What follows belongs to an exercise in optimizing a design on an open flow for small area; a production flow would make more cautious choices.
The RTL was checked by simulation tests, not by an equivalence proof against the original design.
The flow treats the clock pin as an ideal source. Dropping or thinning the clock tree relies on that and would not hold on a real chip.
No activity file was given, so power comes from the tool's default toggle rates.

==> flow/design.v (excerpt) <==
module qspi_wrap(
    input               qspi_if_req_vld,
    output              qspi_if_req_rdy,
    input   [3:0]       qspi_if_req_addr,
    input               qspi_if_req_read,
    input   [7:0]       qspi_if_req_dat,
    output              qspi_if_rsp_vld,
    input               qspi_if_rsp_rdy,
    output  [7:0]       qspi_if_rsp_dat,
    output              qspi_if_switch_qspi,
    output              qspi_if_sck,
    output              qspi_if_csn,
    output              qspi_if_dq0_en,
    input               qspi_if_dq0_i,
    output              qspi_if_dq0_o,
    output              qspi_if_dq1_en,
    input               qspi_if_dq1_i,
    output              qspi_if_dq1_o,
    output              qspi_if_dq2_en,
    input               qspi_if_dq2_i,
    output              qspi_if_dq2_o,
    output              qspi_if_dq3_en,
    input               qspi_if_dq3_i,
    output              qspi_if_dq3_o,
    input               clk,
    input               rst_n
);
    reg [7:0]   cfg0;        
    reg [3:0]   div;         
    reg         csn;         
    reg         sw;          
    reg         read_tr;     
    reg         active;      
    reg         sck;
    reg [2:0]   cnt;         
    reg [10:0]  presc;       
    reg [7:0]   sr;          
    reg [3:0]   txh;         
    reg         buf_we;      
  ...
==> module qspi_wrap, before the edit <==
module qspi_wrap(
    input               qspi_if_req_vld,
    output              qspi_if_req_rdy,
    input   [3:0]       qspi_if_req_addr,
    input               qspi_if_req_read,
    input   [7:0]       qspi_if_req_dat,
    output              qspi_if_rsp_vld,
    input               qspi_if_rsp_rdy,
    output  [7:0]       qspi_if_rsp_dat,
    output              qspi_if_switch_qspi,
    output              qspi_if_sck,
    output              qspi_if_csn,
    output              qspi_if_dq0_en,
    input               qspi_if_dq0_i,
    output              qspi_if_dq0_o,
    output              qspi_if_dq1_en,
    input               qspi_if_dq1_i,
    output              qspi_if_dq1_o,
    output              qspi_if_dq2_en,
    input               qspi_if_dq2_i,
    output              qspi_if_dq2_o,
    output              qspi_if_dq3_en,
    input               qspi_if_dq3_i,
    output              qspi_if_dq3_o,
    input               clk,
    input               rst_n
);
    reg [7:0]   cfg0;        
    reg [3:0]   div;         
    reg         csn;         
    reg         sw;          
    reg         read_tr;     
    reg         active;      
    reg         sck;
    reg [2:0]   cnt;         
    reg [10:0]  presc;       
    reg [7:0]   sr;          
    reg [3:0]   txh;         
    reg         buf_we;      
    reg         rxv;         
    wire [1:0]  mode    = cfg0[7:6];
    wire        dmy     = cfg0[5];
    wire [1:0]  typ     = cfg0[4:3];
    wire        dux     = cfg0[2];
    wire        pha     = mode[1] ^ mode[0];
    wire        cpol    = mode[1];
    wire        t_sgl   = (typ == 2'b00);
    wire        t_dual  = (typ == 2'b01);
    wire        t_quad  = (typ == 2'b10);
    wire        t_res   = (typ == 2'b11);
    wire [11:0] cy;      
    assign cy[0] = 1'b1;
    genvar g;
    generate
        for (g = 0; g < 11; g = g + 1) begin : g_cy
            assign cy[g+1] = cy[g] & presc[g];
        end
    endgenerate
    reg tick;
    always @(*) begin
        case (div)
            4'd1:    tick = cy[1];
            4'd2:    tick = cy[3];
            4'd3:    tick = cy[4];
            4'd4:    tick = cy[2];
            4'd5:    tick = cy[5];
            4'd6:    tick = cy[6];
            4'd7:    tick = cy[7];
            4'd8:    tick = cy[8];
            4'd9:    tick = cy[9];
            4'd10:   tick = cy[10];
            4'd11:   tick = cy[11];
            default: tick = 1'b1;
        endcase
    end
    wire        e2      = tick & (sck ^ pha);    
    wire        e1      = tick & ~(sck ^ pha);   
    wire        tr      = active & ~dmy;
    wire        dm      = active & dmy;
    wire        last    = t_sgl  & (&cnt)
                        | t_dual & cnt[2] & cnt[1]
                        | t_quad & cnt[2];
    wire        tr_end  = tr & e2 & last;
    wire        dm_end  = dm & e2 & (sr == 8'd0);
    wire        rdy     = ~active | tr_end | dm_end;
    wire        hs_any  = qspi_if_req_vld & rdy;
    wire        hs      = hs_any & (qspi_if_req_addr == 4'd2);
    wire        rd_en   = ~buf_we | (t_sgl & dux);
    wire [3:0]  txv     = (sck ^ pha) ? txh : sr[7:4];
    always @(posedge clk or negedge rst_n) begin
        if (!rst_n) begin
            cfg0    <= 8'h00;
            div     <= 4'h0;
            csn     <= 1'b1;
            sw      <= 1'b0;
            read_tr <= 1'b0;
        end else begin
            if (hs_any & (qspi_if_req_addr == 4'd0))
                cfg0 <= qspi_if_req_dat;
            if (hs_any & (qspi_if_req_addr == 4'd1)) begin
                div <= qspi_if_req_dat[7:4];
                csn <= qspi_if_req_dat[3];
            end
            if (hs_any & (qspi_if_req_addr == 4'd3))
                sw  <= qspi_if_req_dat[0];
            read_tr <= (hs & qspi_if_req_read) | (read_tr & ~(rxv & qspi_if_rsp_rdy));
        end
    end
    always @(posedge clk or negedge rst_n) begin
        if (!rst_n) begin
            active  <= 1'b0;
            sck     <= 1'b0;
            cnt     <= 3'd0;
        end else begin
            active  <= ~rdy | hs;
            if (rdy)
                sck <= hs ? pha : cpol;
            else if (tick)
                sck <= ~sck;
            if (tr & e2)
                cnt <= cnt + {t_quad, t_dual, t_sgl};
        end
    end
    always @(posedge clk) begin
        presc   <= (active & ~tick) ? presc + 11'd1 : 11'd0;
        if (hs) begin
            sr      <= qspi_if_req_dat;
            buf_we  <= ~qspi_if_req_read;
        end else if (dm & e2) begin
            sr      <= sr - 8'd1;
        end else if (tr & e1) begin
            sr      <= t_sgl  ? {sr[6:0], qspi_if_dq0_i} :
                       t_dual ? {sr[5:0], qspi_if_dq1_i, qspi_if_dq0_i} :
                                {sr[3:0], qspi_if_dq3_i, qspi_if_dq2_i, qspi_if_dq1_i, qspi_if_dq0_i};
        end
        txh     <= txv;
        rxv     <= tr & e1 & last & rd_en;
    end
    assign qspi_if_req_rdy      = rdy;
    assign qspi_if_rsp_vld      = ~read_tr | rxv;
    assign qspi_if_rsp_dat      = (qspi_if_req_addr == 4'd0) ? cfg0 :
                                  (qspi_if_req_addr == 4'd1) ? {div, csn, active, 2'b00} :
                                  (qspi_if_req_addr == 4'd2) ? sr : 8'h00;
    assign qspi_if_switch_qspi  = sw;
    assign qspi_if_csn          = csn;
    assign qspi_if_sck          = sck;
    assign qspi_if_dq0_en       = tr;
    assign qspi_if_dq1_en       = tr & ~t_sgl;
    assign qspi_if_dq2_en       = tr & t_quad;
    assign qspi_if_dq3_en       = tr & t_quad;
    assign qspi_if_dq0_o        = t_sgl ? txv[3] : t_dual ? txv[2] : t_quad & txv[0];
    assign qspi_if_dq1_o        = t_dual ? txv[3] : t_quad & txv[1];
    assign qspi_if_dq2_o        = txv[2];
    assign qspi_if_dq3_o        = txv[3];
endmodule
==> flow/config.mk <==
export PLATFORM = sky130hd
export DESIGN_NAME = qspi_wrap
export DESIGN_NICKNAME = qspi_wrap
export VERILOG_FILES = /design/flow/design.v
export SDC_FILE = /design/flow/constraint.sdc
export NUM_CORES = 4
export LEC_CHECK = 0
export CAP_MARGIN = 0
export CORE_MARGIN = 2
export CORE_UTILIZATION = 40
export GPL_TIMING_DRIVEN = 0
export SLEW_MARGIN = 0
==> flow/constraint.sdc <==
create_clock -name core_clock -period 10.0 [get_ports {clk}]
set_input_delay 2.0000 -clock core_clock [delete_from_list [all_inputs] [get_ports {clk}]]
set_output_delay 2.0000 -clock core_clock [all_outputs]
set_load 0.01 [all_outputs]
standard.sh (not shown) runs the stock make flow with config.mk's settings and CLKGATE_MAP_FILE= SYNTH_SCRIPT=/design/flow/synth_recipe.tcl, a recipe that flattens the netlist after the stock synthesis.
==> flow/flow/run.sh <==
#!/bin/bash
# Standard synthesis, then an area re-mapping of the combinational logic
# (flip-flops untouched), then the standard layout with small port buffers,
# with the clock tree replaced by a few clock buffers after CTS.
# Each tool's output goes to a log_*.txt file here.
set -euo pipefail
HERE=$(pwd)
RES=$HERE/orfs/results/$FLOW_PLATFORM/qspi_wrap/base
CLKBUF_CELL=${CLKBUF_CELL:-sky130_fd_sc_hd__clkbuf_16}
CLKBUF_LEVELS=${CLKBUF_LEVELS:-1}
KNOBS=(BUFFER_PORTS_ARGS="-buffer_cell sky130_fd_sc_hd__buf_1"
       CTS_ARGS="-sink_clustering_enable -repair_clock_nets -dont_use_dummy_load")

bash standard.sh synth > log_synth.txt 2>&1

cp $RES/1_2_yosys.v $HERE/std_synth.v
if bash flow/remap.sh $HERE/std_synth.v $HERE/remap.v $HERE/log_remap $HERE/flow/*.abc > log_remap.txt 2>&1 \
   && python3 flow/check_regs.py $HERE/std_synth.v $HERE/remap.v > log_check_regs.txt 2>&1; then
  echo "using the re-mapped netlist"
  cp $HERE/remap.v $RES/1_2_yosys.v
  rm -f $RES/1_synth.odb $RES/1_synth.sdc
  touch $RES/1_2_yosys.v
else
  echo "re-mapping failed: keeping the standard netlist"
fi

bash standard.sh "${KNOBS[@]}" cts > log_to_cts.txt 2>&1

cp $RES/4_cts.odb $HERE/4_cts_orig.odb
if CTS_ODB=$RES/4_cts.odb CLKBUF_CELL=$CLKBUF_CELL CLKBUF_LEVELS=$CLKBUF_LEVELS CLK_NET=clk \
     openroad -no_init -exit flow/one_clkbuf.tcl > log_clkbuf.txt 2>&1; then
  echo "clock tree replaced"
  touch $RES/4_cts.odb
else
  echo "clock tree replacement failed: keeping CTS's tree"
  cp $HERE/4_cts_orig.odb $RES/4_cts.odb
fi

bash standard.sh "${KNOBS[@]}" finish > log_layout.txt 2>&1
Other scripts of this flow, unchanged in this note and not shown: flow/flow/abc1.abc, flow/flow/abc2.abc, flow/flow/abc_ds1.abc, flow/flow/abc_ds2.abc, flow/flow/abc_ds3.abc, flow/flow/check_regs.py, flow/flow/one_clkbuf.tcl, flow/flow/remap.sh
Edit:
--- a/flow/design.v
+++ b/flow/design.v
@@ -35,7 +35,7 @@
     reg [2:0]   cnt;         
     reg [10:0]  presc;       
-    reg [7:0]   sr;          
-    reg [3:0]   txh;         
+    reg [7:0]   buf_dat;     
     reg         buf_we;      
+    reg [7:0]   rx;          
     reg         rxv;         
     wire [1:0]  mode    = cfg0[7:6];
@@ -82,10 +82,9 @@
                         | t_quad & cnt[2];
     wire        tr_end  = tr & e2 & last;
-    wire        dm_end  = dm & e2 & (sr == 8'd0);
+    wire        dm_end  = dm & e2 & (buf_dat == 8'd0);
     wire        rdy     = ~active | tr_end | dm_end;
     wire        hs_any  = qspi_if_req_vld & rdy;
     wire        hs      = hs_any & (qspi_if_req_addr == 4'd2);
     wire        rd_en   = ~buf_we | (t_sgl & dux);
-    wire [3:0]  txv     = (sck ^ pha) ? txh : sr[7:4];
     always @(posedge clk or negedge rst_n) begin
         if (!rst_n) begin
@@ -125,31 +124,33 @@
         presc   <= (active & ~tick) ? presc + 11'd1 : 11'd0;
         if (hs) begin
-            sr      <= qspi_if_req_dat;
+            buf_dat <= qspi_if_req_dat;
             buf_we  <= ~qspi_if_req_read;
         end else if (dm & e2) begin
-            sr      <= sr - 8'd1;
-        end else if (tr & e1) begin
-            sr      <= t_sgl  ? {sr[6:0], qspi_if_dq0_i} :
-                       t_dual ? {sr[5:0], qspi_if_dq1_i, qspi_if_dq0_i} :
-                                {sr[3:0], qspi_if_dq3_i, qspi_if_dq2_i, qspi_if_dq1_i, qspi_if_dq0_i};
+            buf_dat <= buf_dat - 8'd1;
         end
-        txh     <= txv;
         rxv     <= tr & e1 & last & rd_en;
     end
+    always @(posedge clk)
+        if (e1)
+            rx <= t_sgl  ? {rx[6:0], qspi_if_dq0_i} :
+                  t_dual ? {rx[5:0], qspi_if_dq1_i, qspi_if_dq0_i} :
+                           {rx[3:0], qspi_if_dq3_i, qspi_if_dq2_i, qspi_if_dq1_i, qspi_if_dq0_i};
     assign qspi_if_req_rdy      = rdy;
     assign qspi_if_rsp_vld      = ~read_tr | rxv;
     assign qspi_if_rsp_dat      = (qspi_if_req_addr == 4'd0) ? cfg0 :
                                   (qspi_if_req_addr == 4'd1) ? {div, csn, active, 2'b00} :
-                                  (qspi_if_req_addr == 4'd2) ? sr : 8'h00;
+                                  (qspi_if_req_addr == 4'd2) ? rx : 8'h00;
     assign qspi_if_switch_qspi  = sw;
     assign qspi_if_csn          = csn;
     assign qspi_if_sck          = sck;
+    wire [2:0]  i0      = {cnt[2], cnt[1] | typ[1], cnt[0] | typ[1] | typ[0]};
+    wire [2:0]  i1      = {cnt[2], cnt[1] | typ[1], 1'b0};
     assign qspi_if_dq0_en       = tr;
     assign qspi_if_dq1_en       = tr & ~t_sgl;
     assign qspi_if_dq2_en       = tr & t_quad;
     assign qspi_if_dq3_en       = tr & t_quad;
-    assign qspi_if_dq0_o        = t_sgl ? txv[3] : t_dual ? txv[2] : t_quad & txv[0];
-    assign qspi_if_dq1_o        = t_dual ? txv[3] : t_quad & txv[1];
-    assign qspi_if_dq2_o        = txv[2];
-    assign qspi_if_dq3_o        = txv[3];
+    assign qspi_if_dq0_o        = ~t_res & buf_dat[~i0];
+    assign qspi_if_dq1_o        = ~t_res & buf_dat[~i1];
+    assign qspi_if_dq2_o        = cnt[2] ? buf_dat[2] : buf_dat[6];
+    assign qspi_if_dq3_o        = cnt[2] ? buf_dat[3] : buf_dat[7];
 endmodule
The new run completed without violations.
Worst setup slack loses 52 ps.
Total power increases by 9.8%.
Critical path depth decreases by 7.
Global-route usage decreases by 0.34 points.
Fmax decreases by about 1%.
Design area increases by about 5%.
Via count stays flat.
Die area increases by 5.3%.
In every run of this note, the design's own scripts or RTL, not TritonCTS, make the clock network.

[re-timing with driven ports]
How much do the figures lean on ideal ports? The routed layouts below were timed once more, with nothing changed but the port constraints. Step 1 sets driving cells, clkbuf_16 on the clock port and buf_2 on the other inputs (assumed; they add their load-dependent delay and slew). Step 2 also shifts input and output timing later by t, the mid clock arrival at the registers, as if the neighbouring blocks saw the same clock. Slacks: ideal ports / drivers / drivers and shift; pairs: ideal ports / drivers.
| run | t, ns | setup WS [ns] | worst register clock-pin slew, ns | worst slew at a driven data input, ns | pins driven straight from the clock port |
|---|---|---|---|---|---|
| the first run | 0.204 | 4.695 / 4.647 / 4.704 | 0.10 / 0.10 | 0.03 | 2 |
| the second run | 0.205 | 4.643 / 4.618 / 4.618 | 0.10 / 0.10 | 0.04 | 2 |
After both steps setup and hold are still met in every run listed. For the second run, which loses most, drivers alone change the setup slack by -0.025 ns; drivers and shift together by -0.025 ns.
